What follows belongs to an exercise in optimizing a design on an open flow for small area, a short achievable clock period and few clock cycles per item; a production flow would make more cautious choices. Only simulation tests tie the RTL to the original design; equivalence was not proved.

==> flow/design.v, too long to show whole: its modules and the start of the top module <==
// module sqrt_binary_search: 880 lines
module sqrt_binary_search (
    input  logic        clk,
    input  logic        rst,         
    input  logic        valid_in,
    input  logic [15:0] x,           
    output logic [15:0] x_sqrt,      
    output logic        valid_out
);
  // ...
==> flow/flow/run.sh <==
#!/bin/bash
# The standard layout (standard.sh), with these changes:
#  - synthesis: no adder-cell mapping (ADDER_MAP_FILE empty), so ABC maps the
#    adders from plain gates instead of the slow ha/fa cells, and the final ABC
#    mapping uses flow/abc_iter.script (see flow/synth_iter.tcl);
#  - buf_2 cells as the port buffers (buffer_ports otherwise picks the slow
#    clkdlybuf4s50_1);
#  - setup repair only resizes cells (SETUP_MOVE_SEQUENCE=sizeup).
set -e
here=$(pwd)
export ADDER_MAP_FILE=
export BUFFER_PORTS_ARGS="-buffer_cell sky130_fd_sc_hd__buf_2"
export SETUP_MOVE_SEQUENCE=sizeup
bash standard.sh SYNTH_SCRIPT=$here/flow/synth_iter.tcl finish > standard.log 2>&1
==> flow/flow/abc_iter.script <==
strash
dch
map -B 0.9
strash
dch
map -B 0.9
strash
dch
map -B 0.9
strash
dch
map -B 0.9
strash
dch
map -B 0.9
strash
dch
map -B 0.9
topo
stime -c
buffer -c
upsize -c
dnsize -c
==> flow/flow/synth_iter.tcl <==
# The standard flow's synthesis (synth_recipe.tcl, which sources ORFS's synth.tcl) with one
# change: the final technology mapping runs ABC with abc_iter.script, which
# repeats ORFS's area script's strash/dch/map round six times before sizing.
# Everything before it (synth -nofsm -noshare, flip-flop mapping) and after it
# (flatten, renames) is the standard flow's own, so the registers are the standard ones.
set ::abc_iter_script [file normalize [file join [file dirname [info script]] abc_iter.script]]
set ::synth_recipe_tcl [file normalize [file join [file dirname [info script]] .. synth_recipe.tcl]]
proc abc {args} {
  set i [lsearch -exact $args -script]
  if {$i >= 0} { lset args [expr {$i + 1}] $::abc_iter_script }
  yosys abc {*}$args
}
source $::synth_recipe_tcl
==> flow/standard.sh <==
#!/bin/bash
# synth_recipe.tcl (not shown) runs the flow's synth.tcl, then flattens the netlist and writes it again
# the make line also repeats each setting of config.mk as NAME=value (left out here)
make -C /OpenROAD-flow-scripts/flow DESIGN_CONFIG=/design/flow/config.mk WORK_HOME=/design/flow/orfs CLKGATE_MAP_FILE= SYNTH_SCRIPT=/design/flow/synth_recipe.tcl "${@:-finish}"
==> flow/config.mk <==
export PLATFORM = sky130hd
export DESIGN_NAME = sqrt_binary_search
export DESIGN_NICKNAME = sqrt_binary_search
export VERILOG_FILES = /design/flow/design.v
export SDC_FILE = /design/flow/constraint.sdc
export NUM_CORES = 4
export LEC_CHECK = 0
export ABC_AREA = 1
export CAP_MARGIN = 20
export CORE_MARGIN = 2
export CORE_UTILIZATION = 40
export PLACE_DENSITY = 0.85
export SETUP_SLACK_MARGIN = 3.5
export SLEW_MARGIN = 20
export TNS_END_PERCENT = 10
==> flow/constraint.sdc <==
create_clock -name core_clock -period 11.0 [get_ports {clk}]
set_input_delay 2.2000 -clock core_clock [delete_from_list [all_inputs] [get_ports {clk}]]
set_output_delay 2.2000 -clock core_clock [all_outputs]
set_load 0.01 [all_outputs]
==> out/metrics.yaml, run 1 <==
layout:
  layout.non_clock_buffers: 31
  filler_cell_count: 966
  final_area_sq_mm: 0.00403
  layout.clock.cell_area_share: 0.0137
  layout.cells.non_filler: 816
  n_clock_buffer: 4
timing:
  rsz0062_at_grt: "false"
  min_period_ns: 6.86
  fin_tns_setup_ns: 0
  report.final.slew_viol_count: 0
  timing.final.ws_setup_ns: 4.14
  fin_hold_ws_ns: 2.09
yosys:
  synth-simple-area-share: 0.649
  xor_and_xnor_fraction_of_the_mapped_netlist_area: 0.112
  postSynthAreaPerCell_sq_um: 5.54
  synth.yosys.warnings: 1
  synth_area_leaders: "sky130_fd_sc_hd__nand2_1, sky130_fd_sc_hd__nand3_1, sky130_fd_sc_hd__dfxtp_1"
critical_path:
  timing.critical_path.to_type: "primary output"
  worst_setup_path_endpoint: "x_sqrt[0]"
  crit_type: "flip-flop to primary output"
  slowest_stage: "sky130_fd_sc_hd__dfxtp_4"
  worst_path_dominant_cell_family: "simple AND/OR/NAND/NOR gates"
detailed_routing:
  wire_per_inst_um: 10.1
  finalWirelength_um: 8250
  routed.top_layer: "met4"
  dr_vias: 3952
hold_path:
  min-delay-path-class: "input pin to flip-flop"
  hold_depth: 2
global_route:
  groute.layer.met1.usage: 0.201
  grt.met3_usage: 0.00832
die:
  starting_density_of_the_core: 0.408
placed_design:
  place.port_buffers: 31
clock_tree:
  clk_root_buffer_cell: "sky130_fd_sc_hd__clkbuf_8"
status:
  outcome: "timing/DRC/antenna clean"
Testbench counts, summed over its fixed seeds: cycles 262,148, items 262,144.
==> run 2, diff against run 1 <==
==> flow/flow/abc_iter.script (replaced) <==
strash
dch
map -B 0.9
strash
dch
map -B 0.9
strash
dch
map -B 0.9
strash
dch
map -B 0.9
topo
stime -c
buffer -c
upsize -c
dnsize -c
--- a/flow/flow/synth_iter.tcl
+++ b/flow/flow/synth_iter.tcl
@@ -1,5 +1,5 @@
 # The standard flow's synthesis (synth_recipe.tcl, which sources ORFS's synth.tcl) with one
 # change: the final technology mapping runs ABC with abc_iter.script, which
-# repeats ORFS's area script's strash/dch/map round six times before sizing.
+# repeats ORFS's area script's strash/dch/map round 4 times before sizing.
 # Everything before it (synth -nofsm -noshare, flip-flop mapping) and after it
 # (flatten, renames) is the standard flow's own, so the registers are the standard ones.
@@ -9,4 +9,5 @@
   set i [lsearch -exact $args -script]
   if {$i >= 0} { lset args [expr {$i + 1}] $::abc_iter_script }
+  puts "abc: mapping with $::abc_iter_script"
   yosys abc {*}$args
 }
==> run 2 against run 1 <==
Still clean on timing, DRC and antenna. Wire length is 4.0% higher. Core utilization is 1.1 points higher. Worst setup slack better by 0.041 ns. Global-route usage is 0.94 points higher. Synthesized cell count is 2.4% lower. Critical path depth is 1 higher. Count of clock-buffer cells in the layout stayed put. Critical endpoint unchanged. Highest routed layer unchanged.
==> out/metrics.yaml, run 2 <==
status:
  outcome: "timing/DRC/antenna clean"  # unchanged
timing:
  fin_hold_ws_ns: 2.09  # about the same
  max_clock_freq_mhz: 147  # was 146 MHz
  min_period_ns: 6.82  # was 6.86 ns
  fin_tns_setup_ns: 0  # unchanged
  final_hold_viol_count: 0  # unchanged
  timing.final.ws_setup_ns: 4.18  # was 4.14 ns
  rsz0062_at_grt: "false"  # unchanged
  final_number_of_setup_violating_endpoints: 0  # unchanged
  report.final.slew_viol_count: 0  # unchanged
  min_period_over_period: 0.620  # was 0.624
yosys:
  xor_and_xnor_fraction_of_the_mapped_netlist_area: 0.119  # was 0.112
  synthTopCellsByCount: "sky130_fd_sc_hd__nand2_1, sky130_fd_sc_hd__nand3_1, sky130_fd_sc_hd__inv_1"  # unchanged
  syn_inst: 658  # was 674
  synth-async-reset-ratio: 0  # unchanged
  mux_share_of_post_synthesis_cell_area: 0  # unchanged
  ys_seq_area_frac: 0.0987  # was 0.0965
  synth.lib_cells_used.distinct: 37  # was 35
  postSynth.topFlopCell: "sky130_fd_sc_hd__dfxtp_1"  # unchanged
  yosys.area.top_type_share: 0.274  # was 0.283
  postSynthAreaPerCell_sq_um: 5.55  # was 5.54 sq um
  synth.most_common_cell: "sky130_fd_sc_hd__nand2_1"  # unchanged
  number_of_enable_type_register_cells_in_the_synthesized_netlist: 0  # unchanged
  synth_area_leaders: "sky130_fd_sc_hd__nand2_1, sky130_fd_sc_hd__nand3_1, sky130_fd_sc_hd__dfxtp_1"  # unchanged
  synth.yosys.warnings: 1  # unchanged
  synth-simple-area-share: 0.650  # was 0.649
  synth_top_family_by_area: "simple AND/OR/NAND/NOR gates"  # unchanged
  synth_area_sq_mm: 0.00365  # was 0.00373 sq mm
  cell_type_with_the_highest_aggregate_area_in_the_netlist: "sky130_fd_sc_hd__nand2_1"  # unchanged
  yosys_register_bits: 18  # unchanged
  synth_fa_ha_area_frac: 0  # unchanged
  synth_compound_area_frac: 0.0408  # was 0.0399
die:
  coreArea_sq_mm: 0.00881  # was 0.00915 sq mm
  starting_density_of_the_core: 0.415  # was 0.408
  count_of_pins_on_the_block_boundary: 36  # unchanged
  die_x_um: 99.6  # was 101 um
  floorplan.die.height_um: 99.6  # was 101 um
  floorplan.die_area_sq_mm: 0.00991  # was 0.0101 sq mm
  floorplan.rows: 34  # was 35
layout:
  layout_commonest_cell: "sky130_fd_sc_hd__nand2_1"  # unchanged
  finish.net_count: 710  # was 725
  multiInputGateArea_sq_mm: 0.00298  # was 0.00301 sq mm
  seqCellArea_sq_um: 364  # unchanged
  leading_registers_by_flop_count: "r_r: 9 flops, q_r: 8 flops, v_r: 1 flops"  # unchanged
  layout.cells.most_common_list: "sky130_fd_sc_hd__nand2_1, sky130_fd_sc_hd__nand3_1, sky130_fd_sc_hd__inv_1"  # unchanged
  filler_cell_count: 901  # was 966
  layout-drive-gt1-share: 0.180  # was 0.179
  flow.area_growth_from_synthesis_pct: 8.84  # was 7.94%
  antenna-diode-count: 0  # unchanged
  max_flop_register: "r_r"  # unchanged
  largest_register_ff_count: 9  # unchanged
  finalCoreUtilization: 0.451  # was 0.440
clock_tree:
  clk_root_buffer_cell: "sky130_fd_sc_hd__clkbuf_8"  # unchanged
  clkSlewWorstSetupHoldPaths_ns: 0.06  # about the same
  cts_tree: "yes"  # unchanged
  clock_sinks: 18  # unchanged
  cts.path.max_buffers: 2  # unchanged
  cts.htree.levels: 1  # unchanged
  total_clock_buffers_created_by_cts: 3  # unchanged
placed_design:
  place.port_buffers: 31  # unchanged
  gp_congestion: 0.962  # was 0.920
  dp_worst_setup_slack_ns: 4.22  # was 4.13 ns
  post-dp-hpwl_um: 7180  # was 7120 um
detailed_routing:
  first_pass_iters: 5  # was 4
  route.antenna.remaining_nets: 0  # unchanged
  finalWirelength_um: 8580  # was 8250 um
  wire_per_inst_um: 10.7  # was 10.1 um
  first_iter_violations: 137  # was 145
  dr_vias: 3942  # was 3952
  route.detailed.drc: 0  # unchanged
  viasPerCell: 4.94  # was 4.84
critical_path:
  crit_type: "flip-flop to primary output"  # unchanged
  timing.critical_path.arrival_ns: 4.62  # was 4.66 ns
  cp_max_fo: 10  # was 13
  slowest_stage: "sky130_fd_sc_hd__dfxtp_1"  # was sky130_fd_sc_hd__dfxtp_4
  critPathRequiredTime_ns: 8.80  # about the same
  worst_setup_path_start_kind: "flip-flop"  # unchanged
  timing.critical_path.to_type: "primary output"  # unchanged
  crit_top_cell: "sky130_fd_sc_hd__nand2_1"  # unchanged
  maximum_single_stage_delay_on_the_critical_path_ns: 0.40  # was 0.45 ns
global_route:
  globalRouteOverflowTotal: 0  # unchanged
  grt_usage: 0.175  # was 0.166
  grt_antenna_before_repair: 0  # unchanged
  first_global_vias: 3576  # was 3402
  grt_first_pass_wirelength_um: 14800  # was 14200 um
  pin_count_of_the_biggest_net_entering_global_routing: 13  # was 14
hold_path:
  min-delay-path-class: "input pin to flip-flop"  # unchanged
  holdPathEnd: "v_r$_SDFF_PP0_"  # unchanged
  hold_depth: 2  # unchanged
  holdCritStartpoint: "rst"  # unchanged
run:
  number_of_violations_of_the_max_capacitance_limit: 0  # unchanged
## run 2: cell types whose count changed in the layout (fill, tap and decap cells not counted), sizes merged, moves of 2 or more
cell / previous run / this run
nand2: 322 / 309
inv: 81 / 74
nor2: 42 / 37
a21oi: 9 / 6
nand3b: 9 / 6
nand4: 5 / 8
a21o: 4 / 6
nand3: 117 / 119
o21ai: 7 / 9
or2: 2 / 4
xnor2: 15 / 17
## run 2: cell type report
cell class	instances	share of cell area
flip-flops and latches	18	0.0916
clock buffers	4	0.0138
repair buffers	31	0.0390
inverters	76	0.0718
well taps	108	0.0340
multi-input cells	561	0.750
## run 2: worst max-delay path: cells and delay by family, from the launching register on
| kind | cells | cell delay [ns] |
|---|---|---|
| compound gates | 2 | 0.32 |
| simple gates | 36 | 3.18 |
| buf+inv | 4 | 0.43 |
| flops | 1 | 0.40 |
## run 2: metal layers
layer / global-route usage / part of all wire / vias up
li1: - / - / 2129
met1: 0.206 / 0.45 / 1710
met2: 0.326 / 0.49 / 82
met3: 0.0141 / 0.036 / 21
met4: 0.0685 / 0.024 / 0
met5: 0 / 0 / -
## run 2: worst max-delay path by stage
| stage | start | end | slack [ns] | cells after the start |
|---|---|---|---|---|
| after floorplan | q_r[1]$_DFF_P_ | x_sqrt[0] | 4.97 | 40 |
| after global placement | q_r[0]$_DFF_P_ | x_sqrt[0] | 4.33 | 41 |
| after detailed placement | q_r[0]$_DFF_P_ | x_sqrt[0] | 4.22 | 40 |
| after CTS | q_r[0]$_DFF_P_ | x_sqrt[0] | 3.90 | 40 |
| after global routing | q_r[1]$_DFF_P_ | x_sqrt[0] | 3.54 | 42 |
| final | q_r[1]$_DFF_P_ | x_sqrt[0] | 4.18 | 42 |
## run 2: through the flow
| step | area, sq um | cells |
|---|---|---|
| floorplan | 3660 | 661 |
| global placement | 3910 | 794 |
| detailed placement | 3910 | 794 |
| CTS | 3960 | 798 |
| global route | 3980 | 798 |
| finish | 3980 | 798 |
## run 2: repair_timing
| action | 4_1_cts | 5_1_grt |
|---|---|---|
| buffers inserted | 0 | 0 |
| endpoints found under the setup margin | 0 | 1 |
| resized for setup | 0 | 3 |
| endpoints found under the hold margin | 0 | 0 |
| hold buffers | 0 | 0 |
## run 2: logic make-up (layout without fill, tap and decap cells)
logic type,count (synthesis),in the layout
AO/OA/AOI/OAI,24,24
XOR/XNOR,48,48
buffers and inverters,82,111
flip-flops,18,18
other,1,4
AND/OR/NAND/NOR,485,485
==> run 3, diff against run 2 <==
--- a/flow/flow/abc_iter.script
+++ b/flow/flow/abc_iter.script
@@ -1,2 +1,14 @@
+strash
+dch
+map -B 0.9
+strash
+dch
+map -B 0.9
+strash
+dch
+map -B 0.9
+strash
+dch
+map -B 0.9
 strash
 dch
--- a/flow/flow/synth_iter.tcl
+++ b/flow/flow/synth_iter.tcl
@@ -1,5 +1,5 @@
 # The standard flow's synthesis (synth_recipe.tcl, which sources ORFS's synth.tcl) with one
 # change: the final technology mapping runs ABC with abc_iter.script, which
-# repeats ORFS's area script's strash/dch/map round 4 times before sizing.
+# repeats ORFS's area script's strash/dch/map round 8 times before sizing.
 # Everything before it (synth -nofsm -noshare, flip-flop mapping) and after it
 # (flatten, renames) is the standard flow's own, so the registers are the standard ones.
--- a/flow/config.mk
+++ b/flow/config.mk
@@ -11,5 +11,5 @@
 export CORE_UTILIZATION = 40
 export PLACE_DENSITY = 0.85
-export SETUP_SLACK_MARGIN = 3.5
+export SETUP_SLACK_MARGIN = 4.4
 export SLEW_MARGIN = 20
 export TNS_END_PERCENT = 10
==> run 3 against run 2 <==
Still clean. Sequential share of layout area is 0.51 points lower. Global-route usage is 1.1 points higher. Wire length is 15% higher. Non-clock buffer count stayed put. Cell count is 0.13% higher. Die area is 2.3% lower. Sequential cell count stayed put. Area after synthesis is 2.4% lower. Critical endpoint unchanged.
==> out/metrics.yaml, run 3 <==
status:
  outcome: "timing/DRC/antenna clean"  # unchanged
die:
  floorplan.rows: 34  # unchanged
  floorplan.die_area_sq_mm: 0.00968  # was 0.00991 sq mm
  coreArea_sq_mm: 0.00868  # was 0.00881 sq mm
  die_x_um: 98.4  # was 99.6 um
  floorplan.die.height_um: 98.4  # was 99.6 um
  starting_density_of_the_core: 0.411  # was 0.415
  count_of_pins_on_the_block_boundary: 36  # unchanged
critical_path:
  crit_top_cell: "sky130_fd_sc_hd__nand2_1"  # unchanged
  timing.critical_path.arrival_ns: 4.56  # was 4.62 ns
  worst_setup_path_start_kind: "flip-flop"  # unchanged
  critPathRequiredTime_ns: 8.80  # about the same
  cp_max_fo: 12  # was 10
  timing.critical_path.to_type: "primary output"  # unchanged
  maximum_single_stage_delay_on_the_critical_path_ns: 0.47  # was 0.40 ns
  crit_type: "flip-flop to primary output"  # unchanged
  slowest_stage: "sky130_fd_sc_hd__dfxtp_4"  # was sky130_fd_sc_hd__dfxtp_1
layout:
  flow.area_growth_from_synthesis_pct: 21.8  # was 8.84%
  layout.cells.most_common_list: "sky130_fd_sc_hd__nand2_1, sky130_fd_sc_hd__inv_1, sky130_fd_sc_hd__nand3_1"  # was sky130_fd_sc_hd__nand2_1, sky130_fd_sc_hd__nand3_1, sky130_fd_sc_hd__inv_1
  largest_register_ff_count: 9  # unchanged
  antenna-diode-count: 0  # unchanged
  max_flop_register: "r_r"  # unchanged
  layout.cells.non_filler: 799  # was 798
  finish.net_count: 711  # was 710
  finalCoreUtilization: 0.500  # was 0.451
  layout_commonest_cell: "sky130_fd_sc_hd__nand2_1"  # unchanged
  leading_registers_by_flop_count: "r_r: 9 flops, q_r: 8 flops, v_r: 1 flops"  # unchanged
  layout-drive-gt1-share: 0.256  # was 0.180
  final_area_sq_mm: 0.00434  # was 0.00398 sq mm
clock_tree:
  clk_root_buffer_cell: "sky130_fd_sc_hd__clkbuf_8"  # unchanged
  total_clock_buffers_created_by_cts: 3  # unchanged
  clock_sinks: 18  # unchanged
  cts.htree.levels: 1  # unchanged
  cts.path.max_buffers: 2  # unchanged
  clkSlewWorstSetupHoldPaths_ns: 0.06  # about the same
  postCtsHoldBufs: 0  # unchanged
  cts_tree: "yes"  # unchanged
global_route:
  globalRouteOverflowTotal: 0  # unchanged
  grt_antenna_before_repair: 0  # unchanged
  pin_count_of_the_biggest_net_entering_global_routing: 13  # unchanged
  grt_first_pass_wirelength_um: 15600  # was 14800 um
  grt_usage: 0.186  # was 0.175
  first_global_vias: 3736  # was 3576
yosys:
  synth.lib_cells_used.distinct: 31  # was 37
  synthTopCellsByCount: "sky130_fd_sc_hd__nand2_1, sky130_fd_sc_hd__nand3_1, sky130_fd_sc_hd__inv_1"  # unchanged
  postSynthAreaPerCell_sq_um: 5.42  # was 5.55 sq um
  cell_type_with_the_highest_aggregate_area_in_the_netlist: "sky130_fd_sc_hd__nand2_1"  # unchanged
  syn_inst: 658  # unchanged
  synth.yosys.warnings: 1  # unchanged
  synth.most_common_cell: "sky130_fd_sc_hd__nand2_1"  # unchanged
  yosys_register_bits: 18  # unchanged
  ys_seq_area_frac: 0.101  # was 0.0987
  postSynth.topFlopCell: "sky130_fd_sc_hd__dfxtp_1"  # unchanged
  number_of_enable_type_register_cells_in_the_synthesized_netlist: 0  # unchanged
  yosys.area.top_type_share: 0.290  # was 0.274
  synth-async-reset-ratio: 0  # unchanged
  synth_area_leaders: "sky130_fd_sc_hd__nand2_1, sky130_fd_sc_hd__nand3_1, sky130_fd_sc_hd__dfxtp_1"  # unchanged
  synth_area_sq_mm: 0.00356  # was 0.00365 sq mm
detailed_routing:
  viasPerCell: 5.16  # was 4.94
  wire_per_inst_um: 12.3  # was 10.7 um
  first_iter_violations: 176  # was 137
  route.detailed.drc: 0  # unchanged
  dr_vias: 4125  # was 3942
  finalWirelength_um: 9840  # was 8580 um
  route.antenna.remaining_nets: 0  # unchanged
  first_pass_iters: 4  # was 5
timing:
  rsz0062_at_grt: "true"  # was false
  fin_tns_setup_ns: 0  # unchanged
  fin_hold_ws_ns: 2.10  # was 2.09 ns
  report.final.slew_viol_count: 0  # unchanged
  min_period_ns: 6.76  # was 6.82 ns
  final_hold_viol_count: 0  # unchanged
  min_period_over_period: 0.614  # was 0.620
  max_clock_freq_mhz: 148  # was 147 MHz
  final_number_of_setup_violating_endpoints: 0  # unchanged
run:
  number_of_violations_of_the_max_capacitance_limit: 0  # unchanged
placed_design:
  gp_congestion: 0.909  # was 0.962
  area_after_dpl_sq_mm: 0.00383  # was 0.00391 sq mm
  place.port_buffers: 31  # unchanged
  post-dp-hpwl_um: 7170  # was 7180 um
  placed_cells: 795  # was 794
hold_path:
  min-delay-path-class: "input pin to flip-flop"  # unchanged
## run 3: critical path, delay by kind of cell (launching register included)
family,cells,cell delay [ns]
buffers and inverters,3,0.23
AND/OR/NAND/NOR,40,3.61
flip-flops,1,0.47
## run 3: worst paths after layout
path	slack [ns]	from	to	cells past startpoint
worst min-delay path	2.10	rst	v_r$_SDFF_PP0_	2
worst max-delay path	4.24	q_r[0]$_DFF_P_	x_sqrt[0]	43
## run 3: timing repair
item                                    in CTS  in global routing
hold endpoints to repair                     0                  0
setup buffers                                0                  0
gates cloned                                 0                  0
gates resized for setup                     44                 58
endpoints found under the setup margin       1                  1
## run 3: per-stage QoR
stage	setup WS (ns)
2_1_floorplan	5.10
3_3_place_gp	4.47
3_5_place_dp	4.33
4_1_cts	4.42
5_1_grt	3.92
6_report	4.24
## run 3: metal layers
layer  share of wire  GRT usage
met1            0.39      0.221
met2            0.52      0.346
met3           0.047     0.0115
met4           0.043     0.0759
met5               0          0
## run 3: logic make-up (layout without fill, tap and decap cells)
group,Yosys count,after routing,synth area share
compound gates,19,19,0.0358
xor+xnor,48,48,0.118
buf+inv,88,118,0.0979
flops,18,18,0.101
other cells,1,4,0.00105
simple gates,484,484,0.646
## run 3: final cells by class
class / instances / area (sq um)
timing repair buffer: 31 / 155
clock buffer: 4 / 55.1
inverter: 83 / 317
tap: 108 / 135
multi-input combinational: 555 / 3300
sequential: 18 / 375
fill: 894 / 4340
==> run 4, diff against run 3 <==
--- a/flow/config.mk
+++ b/flow/config.mk
@@ -11,5 +11,5 @@
 export CORE_UTILIZATION = 40
 export PLACE_DENSITY = 0.85
-export SETUP_SLACK_MARGIN = 4.4
+export SETUP_SLACK_MARGIN = 0.0
 export SLEW_MARGIN = 20
 export TNS_END_PERCENT = 10
==> run 4 against run 3 <==
Count of clock-buffer cells in the layout unchanged. Non-clock buffer count unchanged. Maximum frequency decreased by 3.6%. Critical path depth decreased by 2. Critical endpoint unchanged.
==> out/metrics.yaml, run 4 <==
status:
  outcome: "timing/DRC/antenna clean"  # unchanged
yosys:
  synthTopCellsByCount: "sky130_fd_sc_hd__nand2_1, sky130_fd_sc_hd__nand3_1, sky130_fd_sc_hd__inv_1"  # unchanged
  synth.yosys.warnings: 1  # unchanged
  synth_area_sq_mm: 0.00356  # unchanged
  cell_type_with_the_highest_aggregate_area_in_the_netlist: "sky130_fd_sc_hd__nand2_1"  # unchanged
  number_of_enable_type_register_cells_in_the_synthesized_netlist: 0  # unchanged
  syn_inst: 658  # unchanged
  synth_area_leaders: "sky130_fd_sc_hd__nand2_1, sky130_fd_sc_hd__nand3_1, sky130_fd_sc_hd__dfxtp_1"  # unchanged
  yosys.area.top_type_share: 0.290  # unchanged
  ys_seq_area_frac: 0.101  # unchanged
  yosys_register_bits: 18  # unchanged
  synth.lib_cells_used.distinct: 31  # unchanged
  postSynthAreaPerCell_sq_um: 5.42  # unchanged
  synth.most_common_cell: "sky130_fd_sc_hd__nand2_1"  # unchanged
  postSynth.topFlopCell: "sky130_fd_sc_hd__dfxtp_1"  # unchanged
  synth-async-reset-ratio: 0  # unchanged
clock_tree:
  total_clock_buffers_created_by_cts: 3  # unchanged
  postCtsResizedCells: 0  # was 44
  clkSlewWorstSetupHoldPaths_ns: 0.06  # about the same
  clk_root_buffer_cell: "sky130_fd_sc_hd__clkbuf_8"  # unchanged
  clock_sinks: 18  # unchanged
  cts.path.max_buffers: 2  # unchanged
  cts_tree: "yes"  # unchanged
  postCtsHoldBufs: 0  # unchanged
  post-cts-setup-buffers: 0  # unchanged
  cts.htree.levels: 1  # unchanged
layout:
  layout.cells.most_common_list: "sky130_fd_sc_hd__nand2_1, sky130_fd_sc_hd__nand3_1, sky130_fd_sc_hd__inv_1"  # was sky130_fd_sc_hd__nand2_1, sky130_fd_sc_hd__inv_1, sky130_fd_sc_hd__nand3_1
  layout-drive-gt1-share: 0.165  # was 0.256
  largest_register_ff_count: 9  # unchanged
  leading_registers_by_flop_count: "r_r: 9 flops, q_r: 8 flops, v_r: 1 flops"  # unchanged
  finish.net_count: 711  # unchanged
  max_flop_register: "r_r"  # unchanged
  flow.area_growth_from_synthesis_pct: 8.95  # was 21.8%
  antenna-diode-count: 0  # unchanged
  layout.cells.non_filler: 799  # unchanged
  layout_commonest_cell: "sky130_fd_sc_hd__nand2_1"  # unchanged
global_route:
  grt_antenna_before_repair: 0  # unchanged
  grt_first_pass_wirelength_um: 14900  # was 15600 um
  grt_usage: 0.176  # was 0.186
  globalRouteOverflowTotal: 0  # unchanged
  first_global_vias: 3587  # was 3736
  pin_count_of_the_biggest_net_entering_global_routing: 13  # unchanged
timing:
  final_number_of_setup_violating_endpoints: 0  # unchanged
  rsz0062_at_grt: "false"  # was true
  min_period_ns: 7.01  # was 6.76 ns
  fin_tns_setup_ns: 0  # unchanged
  min_period_over_period: 0.637  # was 0.614
  final_hold_viol_count: 0  # unchanged
  report.final.slew_viol_count: 0  # unchanged
  timing.final.ws_setup_ns: 3.99  # was 4.24 ns
  max_clock_freq_mhz: 143  # was 148 MHz
die:
  floorplan.die_area_sq_mm: 0.00968  # unchanged
  floorplan.rows: 34  # unchanged
  count_of_pins_on_the_block_boundary: 36  # unchanged
  floorplan.die.height_um: 98.4  # unchanged
  coreArea_sq_mm: 0.00868  # unchanged
  die_x_um: 98.4  # unchanged
  starting_density_of_the_core: 0.411  # unchanged
detailed_routing:
  dr_vias: 3891  # was 4125
  finalWirelength_um: 8510  # was 9840 um
  viasPerCell: 4.87  # was 5.16
  route.detailed.drc: 0  # unchanged
  first_iter_violations: 161  # was 176
  first_pass_iters: 5  # was 4
  wire_per_inst_um: 10.6  # was 12.3 um
  route.antenna.remaining_nets: 0  # unchanged
critical_path:
  maximum_single_stage_delay_on_the_critical_path_ns: 0.61  # was 0.47 ns
  timing.critical_path.arrival_ns: 4.81  # was 4.56 ns
  cp_max_fo: 12  # unchanged
  timing.critical_path.from: "q_r[0]$_DFF_P_"  # unchanged
  crit_type: "flip-flop to primary output"  # unchanged
  timing.critical_path.to_type: "primary output"  # unchanged
  critPathRequiredTime_ns: 8.80  # about the same
  crit_top_cell: "sky130_fd_sc_hd__nand2_1"  # unchanged
  worst_path_dominant_cell_family: "simple AND/OR/NAND/NOR gates"  # unchanged
  critPathBufInv: 4  # was 3
  worst_setup_path_start_kind: "flip-flop"  # unchanged
  slowest_stage: "sky130_fd_sc_hd__dfxtp_1"  # was sky130_fd_sc_hd__dfxtp_4
placed_design:
  gp_congestion: 0.909  # unchanged
  dp_worst_setup_slack_ns: 4.33  # unchanged
  place.port_buffers: 31  # unchanged
  post-dp-hpwl_um: 7170  # unchanged
  placed_cells: 795  # unchanged
hold_path:
  holdCritStartpoint: "rst"  # unchanged
  min-delay-path-class: "input pin to flip-flop"  # unchanged
run:
  number_of_violations_of_the_max_capacitance_limit: 0  # unchanged
-- run 4: cell counts after synthesis --
No cell type changed its count.
-- run 4: path summary, 6_finish.rpt --
check | endpoint | slack, ns | depth (start not counted)
worst max-delay path | x_sqrt[0] | 3.99 | 41
worst min-delay path | v_r$_SDFF_PP0_ | 2.10 | 2
-- run 4: logic make-up (layout without fill, tap and decap cells) --
kind of cell	count (synthesis)	in the layout	synth area share
other	1	4	0.00105
and+or+nand+nor	484	484	0.646
AOI/OAI and AO/OA	19	19	0.0358
DFF	18	18	0.101
xor gates and xnor gates	48	48	0.118
buffers and inverters	88	118	0.0979
-- run 4: through the flow --
stage                util  cell area, sq um  hold WS (ns)
detailed placement  0.441              3830          2.36
finish              0.448              3880          2.10
global route        0.448              3880          2.10
floorplan               -              3580          2.26
global placement    0.441              3830          2.36
CTS                 0.448              3880          2.10
-- run 4: layer usage --
metal	up-vias	global-route usage	share of wire	routed length [um]
met5	-	0	0	0
met1	1681	0.217	0.43	3660
met3	14	0.00644	0.044	371
met4	0	0.0590	0.022	189
met2	91	0.325	0.50	4280
li1	2105	-	-	-
-- run 4: layout make-up --
cell class / instances / area, sq um
Clock buffer: 4 / 55.1
Timing Repair Buffer: 31 / 155
Inverter: 83 / 312
Tap cell: 108 / 135
Fill cell: 975 / 4790
Sequential cell: 18 / 360
Multi-Input combinational cell: 555 / 2870
==> run 5, diff against run 4 <==
--- a/flow/config.mk
+++ b/flow/config.mk
@@ -11,5 +11,5 @@
 export CORE_UTILIZATION = 40
 export PLACE_DENSITY = 0.85
-export SETUP_SLACK_MARGIN = 0.0
+export SETUP_SLACK_MARGIN = 2.5
 export SLEW_MARGIN = 20
 export TNS_END_PERCENT = 10
==> run 5 against run 4 <==
Hold slack is the same. Worst setup slack is the same. Count of clock-buffer cells in the layout is the same. Final area is the same. Critical path depth is the same. First-iteration DRC count is the same. Highest routed layer unchanged.
==> out/metrics.yaml, run 5 <==
clock_tree:
  cts_tree: "yes"  # unchanged
  clock_sinks: 18  # unchanged
  postCtsResizedCells: 0  # unchanged
  total_clock_buffers_created_by_cts: 3  # unchanged
  cts.htree.levels: 1  # unchanged
  clk_root_buffer_cell: "sky130_fd_sc_hd__clkbuf_8"  # unchanged
  post-cts-setup-buffers: 0  # unchanged
  clkSlewWorstSetupHoldPaths_ns: 0.06  # about the same
  cts.path.max_buffers: 2  # unchanged
  postCtsHoldBufs: 0  # unchanged
detailed_routing:
  finalWirelength_um: 8510  # unchanged
  route.detailed.drc: 0  # unchanged
  first_iter_violations: 161  # unchanged
  viasPerCell: 4.87  # unchanged
  route.antenna.remaining_nets: 0  # unchanged
  first_pass_iters: 5  # unchanged
  wire_per_inst_um: 10.6  # unchanged
  dr_vias: 3891  # unchanged
yosys:
  number_of_enable_type_register_cells_in_the_synthesized_netlist: 0  # unchanged
  yosys_register_bits: 18  # unchanged
  ys_seq_area_frac: 0.101  # unchanged
  synth_area_sq_mm: 0.00356  # unchanged
  synth-async-reset-ratio: 0  # unchanged
  syn_inst: 658  # unchanged
  synth.most_common_cell: "sky130_fd_sc_hd__nand2_1"  # unchanged
  cell_type_with_the_highest_aggregate_area_in_the_netlist: "sky130_fd_sc_hd__nand2_1"  # unchanged
  yosys.area.top_type_share: 0.290  # unchanged
  synth.yosys.warnings: 1  # unchanged
  postSynthAreaPerCell_sq_um: 5.42  # unchanged
  synth_area_leaders: "sky130_fd_sc_hd__nand2_1, sky130_fd_sc_hd__nand3_1, sky130_fd_sc_hd__dfxtp_1"  # unchanged
  synth.lib_cells_used.distinct: 31  # unchanged
  synthTopCellsByCount: "sky130_fd_sc_hd__nand2_1, sky130_fd_sc_hd__nand3_1, sky130_fd_sc_hd__inv_1"  # unchanged
  postSynth.topFlopCell: "sky130_fd_sc_hd__dfxtp_1"  # unchanged
placed_design:
  gp_congestion: 0.909  # unchanged
  post-dp-hpwl_um: 7170  # unchanged
  placed_cells: 795  # unchanged
  place.port_buffers: 31  # unchanged
timing:
  fin_hold_ws_ns: 2.10  # unchanged
  rsz0062_at_grt: "false"  # unchanged
  max_clock_freq_mhz: 143  # unchanged
  final_hold_viol_count: 0  # unchanged
  report.final.slew_viol_count: 0  # unchanged
  fin_tns_setup_ns: 0  # unchanged
  min_period_over_period: 0.637  # unchanged
  final_number_of_setup_violating_endpoints: 0  # unchanged
  min_period_ns: 7.01  # unchanged
die:
  coreArea_sq_mm: 0.00868  # unchanged
  count_of_pins_on_the_block_boundary: 36  # unchanged
  starting_density_of_the_core: 0.411  # unchanged
  die_x_um: 98.4  # unchanged
  floorplan.rows: 34  # unchanged
  floorplan.die.height_um: 98.4  # unchanged
  floorplan.die_area_sq_mm: 0.00968  # unchanged
layout:
  leading_registers_by_flop_count: "r_r: 9 flops, q_r: 8 flops, v_r: 1 flops"  # unchanged
  filler_cell_count: 975  # unchanged
  finish.net_count: 711  # unchanged
  layout-drive-gt1-share: 0.165  # unchanged
  seqCellArea_sq_um: 360  # unchanged
  finalCoreUtilization: 0.448  # unchanged
  largest_register_ff_count: 9  # unchanged
  layout.cells.non_filler: 799  # unchanged
  layout.cells.most_common_list: "sky130_fd_sc_hd__nand2_1, sky130_fd_sc_hd__nand3_1, sky130_fd_sc_hd__inv_1"  # unchanged
  max_flop_register: "r_r"  # unchanged
  flow.area_growth_from_synthesis_pct: 8.95  # unchanged
  multiInputGateArea_sq_mm: 0.00287  # unchanged
  antenna-diode-count: 0  # unchanged
  layout_commonest_cell: "sky130_fd_sc_hd__nand2_1"  # unchanged
critical_path:
  critPathRequiredTime_ns: 8.80  # about the same
  slowest_stage: "sky130_fd_sc_hd__dfxtp_1"  # unchanged
  maximum_single_stage_delay_on_the_critical_path_ns: 0.61  # about the same
  timing.critical_path.arrival_ns: 4.81  # about the same
  worst_path_dominant_cell_family: "simple AND/OR/NAND/NOR gates"  # unchanged
  timing.critical_path.to_type: "primary output"  # unchanged
  critPathBufInv: 4  # unchanged
  crit_type: "flip-flop to primary output"  # unchanged
  worst_setup_path_start_kind: "flip-flop"  # unchanged
  cp_max_fo: 12  # unchanged
  crit_top_cell: "sky130_fd_sc_hd__nand2_1"  # unchanged
hold_path:
  hold_depth: 2  # unchanged
  holdPathEnd: "v_r$_SDFF_PP0_"  # unchanged
  min-delay-path-class: "input pin to flip-flop"  # unchanged
  holdCritStartpoint: "rst"  # unchanged
status:
  outcome: "timing/DRC/antenna clean"  # unchanged
run:
  number_of_violations_of_the_max_capacitance_limit: 0  # unchanged
global_route:
  grt_usage: 0.176  # unchanged
  grt_first_pass_wirelength_um: 14900  # unchanged
  grt_antenna_before_repair: 0  # unchanged
  first_global_vias: 3587  # unchanged
  pin_count_of_the_biggest_net_entering_global_routing: 13  # unchanged
  globalRouteOverflowTotal: 0  # unchanged
==> run 5: cell counts after synthesis <==
Identical to the previous run, type by type.
==> run 5: worst max-delay path by stage <==
stage | start | to | slack, ns | depth (start not counted)
2_1_floorplan | q_r[0]$_DFF_P_ | x_sqrt[0] | 5.10 | 38
3_3_place_gp | q_r[0]$_DFF_P_ | x_sqrt[0] | 4.47 | 40
3_5_place_dp | q_r[0]$_DFF_P_ | x_sqrt[0] | 4.33 | 42
4_1_cts | q_r[0]$_DFF_P_ | x_sqrt[0] | 4.04 | 41
5_1_grt | q_r[0]$_DFF_P_ | x_sqrt[0] | 3.35 | 40
6_report | q_r[0]$_DFF_P_ | x_sqrt[0] | 3.99 | 41
==> run 5: cells by family (layout without fill, tap and decap cells) <==
| logic type | count (synthesis) | count (layout) | share of synthesized area |
|---|---|---|---|
| compound gates | 19 | 19 | 0.0358 |
| xor+xnor | 48 | 48 | 0.118 |
| buf+inv | 88 | 118 | 0.0979 |
| flops | 18 | 18 | 0.101 |
| other cells | 1 | 4 | 0.00105 |
| simple gates | 484 | 484 | 0.646 |
==> run 5: stage by stage <==
step | cell area, sq um | setup slack, ns
finish | 3880 | 3.99
global route | 3880 | 3.35
CTS | 3880 | 4.04
global placement | 3830 | 4.47
detailed placement | 3830 | 4.33
floorplan | 3580 | 5.10
==> run 5: routing by layer <==
layer / share of wire / GRT usage
met5: 0 / 0
met4: 0.022 / 0.0590
met3: 0.044 / 0.00644
met2: 0.50 / 0.325
met1: 0.43 / 0.217
==> run 5: final cells by class <==
type / count / share of cell area
Timing Repair Buffer: 31 / 0.0399
Multi-Input combinational cell: 555 / 0.738
Clock buffer: 4 / 0.0142
Inverter: 83 / 0.0802
Sequential cell: 18 / 0.0928
Tap cell: 108 / 0.0348
==> run 6, diff against run 5 <==
--- a/flow/config.mk
+++ b/flow/config.mk
@@ -11,5 +11,5 @@
 export CORE_UTILIZATION = 40
 export PLACE_DENSITY = 0.85
-export SETUP_SLACK_MARGIN = 2.5
+export SETUP_SLACK_MARGIN = 3.5
 export SLEW_MARGIN = 20
 export TNS_END_PERCENT = 10
==> run 6 against run 5 <==
Sequential share of layout area hardly changed. Die area stayed put. Maximum frequency is 2.6% higher. Global-route usage stayed put. Critical path type unchanged.
==> out/metrics.yaml, run 6 <==
hold_path:
  holdPathEnd: "v_r$_SDFF_PP0_"  # unchanged
  min-delay-path-class: "input pin to flip-flop"  # unchanged
  holdCritStartpoint: "rst"  # unchanged
  hold_depth: 2  # unchanged
placed_design:
  gp_congestion: 0.909  # unchanged
  dp_worst_setup_slack_ns: 4.33  # unchanged
  post-dp-hpwl_um: 7170  # unchanged
  placed_cells: 795  # unchanged
  place.port_buffers: 31  # unchanged
die:
  coreArea_sq_mm: 0.00868  # unchanged
  floorplan.die_area_sq_mm: 0.00968  # unchanged
  die_x_um: 98.4  # unchanged
  floorplan.die.height_um: 98.4  # unchanged
  starting_density_of_the_core: 0.411  # unchanged
  floorplan.rows: 34  # unchanged
  count_of_pins_on_the_block_boundary: 36  # unchanged
critical_path:
  cp_max_fo: 7  # was 12
  worst_setup_path_start_kind: "flip-flop"  # unchanged
  maximum_single_stage_delay_on_the_critical_path_ns: 0.46  # was 0.61 ns
  timing.critical_path.to_type: "primary output"  # unchanged
  slowest_stage: "sky130_fd_sc_hd__dfxtp_1"  # unchanged
  crit_type: "flip-flop to primary output"  # unchanged
  crit_top_cell: "sky130_fd_sc_hd__nand2_1"  # unchanged
  critPathBufInv: 4  # unchanged
  worst_path_dominant_cell_family: "simple AND/OR/NAND/NOR gates"  # unchanged
  timing.critical_path.arrival_ns: 4.63  # was 4.81 ns
  critPathRequiredTime_ns: 8.80  # about the same
yosys:
  ys_seq_area_frac: 0.101  # unchanged
  number_of_enable_type_register_cells_in_the_synthesized_netlist: 0  # unchanged
  synth_area_leaders: "sky130_fd_sc_hd__nand2_1, sky130_fd_sc_hd__nand3_1, sky130_fd_sc_hd__dfxtp_1"  # unchanged
  synth-async-reset-ratio: 0  # unchanged
  synthTopCellsByCount: "sky130_fd_sc_hd__nand2_1, sky130_fd_sc_hd__nand3_1, sky130_fd_sc_hd__inv_1"  # unchanged
  cell_type_with_the_highest_aggregate_area_in_the_netlist: "sky130_fd_sc_hd__nand2_1"  # unchanged
  yosys.area.top_type_share: 0.290  # unchanged
  synth_area_sq_mm: 0.00356  # unchanged
  yosys_register_bits: 18  # unchanged
  synth.lib_cells_used.distinct: 31  # unchanged
  postSynth.topFlopCell: "sky130_fd_sc_hd__dfxtp_1"  # unchanged
  synth.yosys.warnings: 1  # unchanged
  synth.most_common_cell: "sky130_fd_sc_hd__nand2_1"  # unchanged
  syn_inst: 658  # unchanged
  postSynthAreaPerCell_sq_um: 5.42  # unchanged
layout:
  leading_registers_by_flop_count: "r_r: 9 flops, q_r: 8 flops, v_r: 1 flops"  # unchanged
  layout.cells.non_filler: 799  # unchanged
  layout.cells.most_common_list: "sky130_fd_sc_hd__nand2_1, sky130_fd_sc_hd__nand3_1, sky130_fd_sc_hd__inv_1"  # unchanged
  max_flop_register: "r_r"  # unchanged
  antenna-diode-count: 0  # unchanged
  layout_commonest_cell: "sky130_fd_sc_hd__nand2_1"  # unchanged
  finish.net_count: 711  # unchanged
  finalCoreUtilization: 0.448  # about the same
  filler_cell_count: 975  # unchanged
  largest_register_ff_count: 9  # unchanged
  flow.area_growth_from_synthesis_pct: 8.99  # was 8.95%
  layout-drive-gt1-share: 0.166  # was 0.165
global_route:
  grt_usage: 0.176  # unchanged
  pin_count_of_the_biggest_net_entering_global_routing: 13  # unchanged
  globalRouteOverflowTotal: 0  # unchanged
  first_global_vias: 3587  # unchanged
  grt_first_pass_wirelength_um: 14900  # unchanged
  grt_antenna_before_repair: 0  # unchanged
detailed_routing:
  viasPerCell: 4.89  # was 4.87
  finalWirelength_um: 8460  # was 8510 um
  wire_per_inst_um: 10.6  # about the same
  first_pass_iters: 5  # unchanged
  route.antenna.remaining_nets: 0  # unchanged
  first_iter_violations: 161  # unchanged
  dr_vias: 3908  # was 3891
  route.detailed.drc: 0  # unchanged
clock_tree:
  total_clock_buffers_created_by_cts: 3  # unchanged
  clock_sinks: 18  # unchanged
  clkSlewWorstSetupHoldPaths_ns: 0.06  # about the same
  cts_tree: "yes"  # unchanged
  clk_root_buffer_cell: "sky130_fd_sc_hd__clkbuf_8"  # unchanged
  cts.path.max_buffers: 2  # unchanged
  post-cts-setup-buffers: 0  # unchanged
  cts.htree.levels: 1  # unchanged
  postCtsHoldBufs: 0  # unchanged
timing:
  final_number_of_setup_violating_endpoints: 0  # unchanged
  min_period_over_period: 0.621  # was 0.637
  rsz0062_at_grt: "false"  # unchanged
  max_clock_freq_mhz: 146  # was 143 MHz
  min_period_ns: 6.83  # was 7.01 ns
  final_hold_viol_count: 0  # unchanged
  timing.final.ws_setup_ns: 4.17  # was 3.99 ns
  report.final.slew_viol_count: 0  # unchanged
  fin_hold_ws_ns: 2.10  # about the same
  fin_tns_setup_ns: 0  # unchanged
status:
  outcome: "timing/DRC/antenna clean"  # unchanged
run:
  number_of_violations_of_the_max_capacitance_limit: 0  # unchanged
-- run 6: cell counts after synthesis --
Identical to the previous run, type by type.
-- run 6: metrics by stage --
step | instance area [sq um]
final | 3880
after global routing | 3880
after CTS | 3880
after detailed placement | 3830
after global placement | 3830
after floorplan | 3580
-- run 6: worst max-delay path by stage --
stage               cells past startpoint        end            from
floorplan                              38  x_sqrt[0]  q_r[0]$_DFF_P_
global placement                       40  x_sqrt[0]  q_r[0]$_DFF_P_
detailed placement                     42  x_sqrt[0]  q_r[0]$_DFF_P_
CTS                                    41  x_sqrt[0]  q_r[0]$_DFF_P_
global route                           40  x_sqrt[0]  q_r[0]$_DFF_P_
finish                                 41  x_sqrt[0]  q_r[1]$_DFF_P_
-- run 6: layer usage --
| metal | GRT usage | wire length (um) | vias up |
|---|---|---|---|
| li1 | - | - | 2105 |
| met1 | 0.217 | 3610 | 1676 |
| met5 | 0 | 0 | - |
| met2 | 0.325 | 4240 | 105 |
| met3 | 0.00644 | 392 | 22 |
| met4 | 0.0590 | 216 | 0 |
-- run 6: logic make-up (layout without fill, tap and decap cells) --
group,after synthesis,count (layout),synth area share
flip-flops,18,18,0.101
XOR/XNOR,48,48,0.118
AND/OR/NAND/NOR,484,484,0.646
other,1,4,0.00105
buffers and inverters,88,118,0.0979
AO/OA/AOI/OAI,19,19,0.0358
-- run 6: repair_timing --
item / in CTS / in global routing
endpoints found under the hold margin: 0 / 0
endpoints found under the setup margin: 0 / 1
resized for setup: 0 / 1
-- run 6: cell type report --
cell class	instances	area, sq um	area share
multi-input cells	555	2870	0.738
inverters	83	312	0.0802
flip-flops and latches	18	362	0.0931
clock buffers	4	55.1	0.0142
well taps	108	135	0.0348
repair buffers	31	155	0.0399

-- static timing again, ports no longer ideal --
No port has a modelled driver above. Below, the same layouts with a new extraction and two added sets of constraints. Step 1 (the two cells are an assumption about what drives the block):
set clk [get_ports {clk}]
set_driving_cell -lib_cell sky130_fd_sc_hd__clkbuf_16 $clk
set_driving_cell -lib_cell sky130_fd_sc_hd__buf_2 [delete_from_list [all_inputs] $clk]
Step 2, shift: input delay + t, output delay - t, t = (earliest + latest rising clock arrival at the registers) / 2. This alone moves slack from input paths to output paths. Slacks: no drivers / after step 1 / after step 2; pairs: no drivers / after step 1.
run | t (ns) | setup slack, ns | hold slack, ns | worst register clock-pin slew, ns | cell pins on the clock port's net
run 1 | 0.275 | 4.141 / 4.117 / 4.392 | 2.091 / 2.088 / 2.363 | 0.06 / 0.06 | 1
run 2 | 0.277 | 4.182 / 4.160 / 4.437 | 2.087 / 2.085 / 2.362 | 0.06 / 0.06 | 1
run 3 | 0.272 | 4.242 / 4.215 / 4.486 | 2.100 / 2.093 / 2.365 | 0.06 / 0.06 | 1
run 4 | 0.273 | 3.990 / 3.962 / 4.235 | 2.100 / 2.092 / 2.365 | 0.07 / 0.07 | 1
run 5 | 0.273 | 3.990 / 3.962 / 4.235 | 2.100 / 2.092 / 2.365 | 0.07 / 0.07 | 1
run 6 | 0.274 | 4.170 / 4.141 / 4.415 | 2.100 / 2.091 / 2.365 | 0.07 / 0.07 | 1
After both steps every run listed still meets setup and hold.
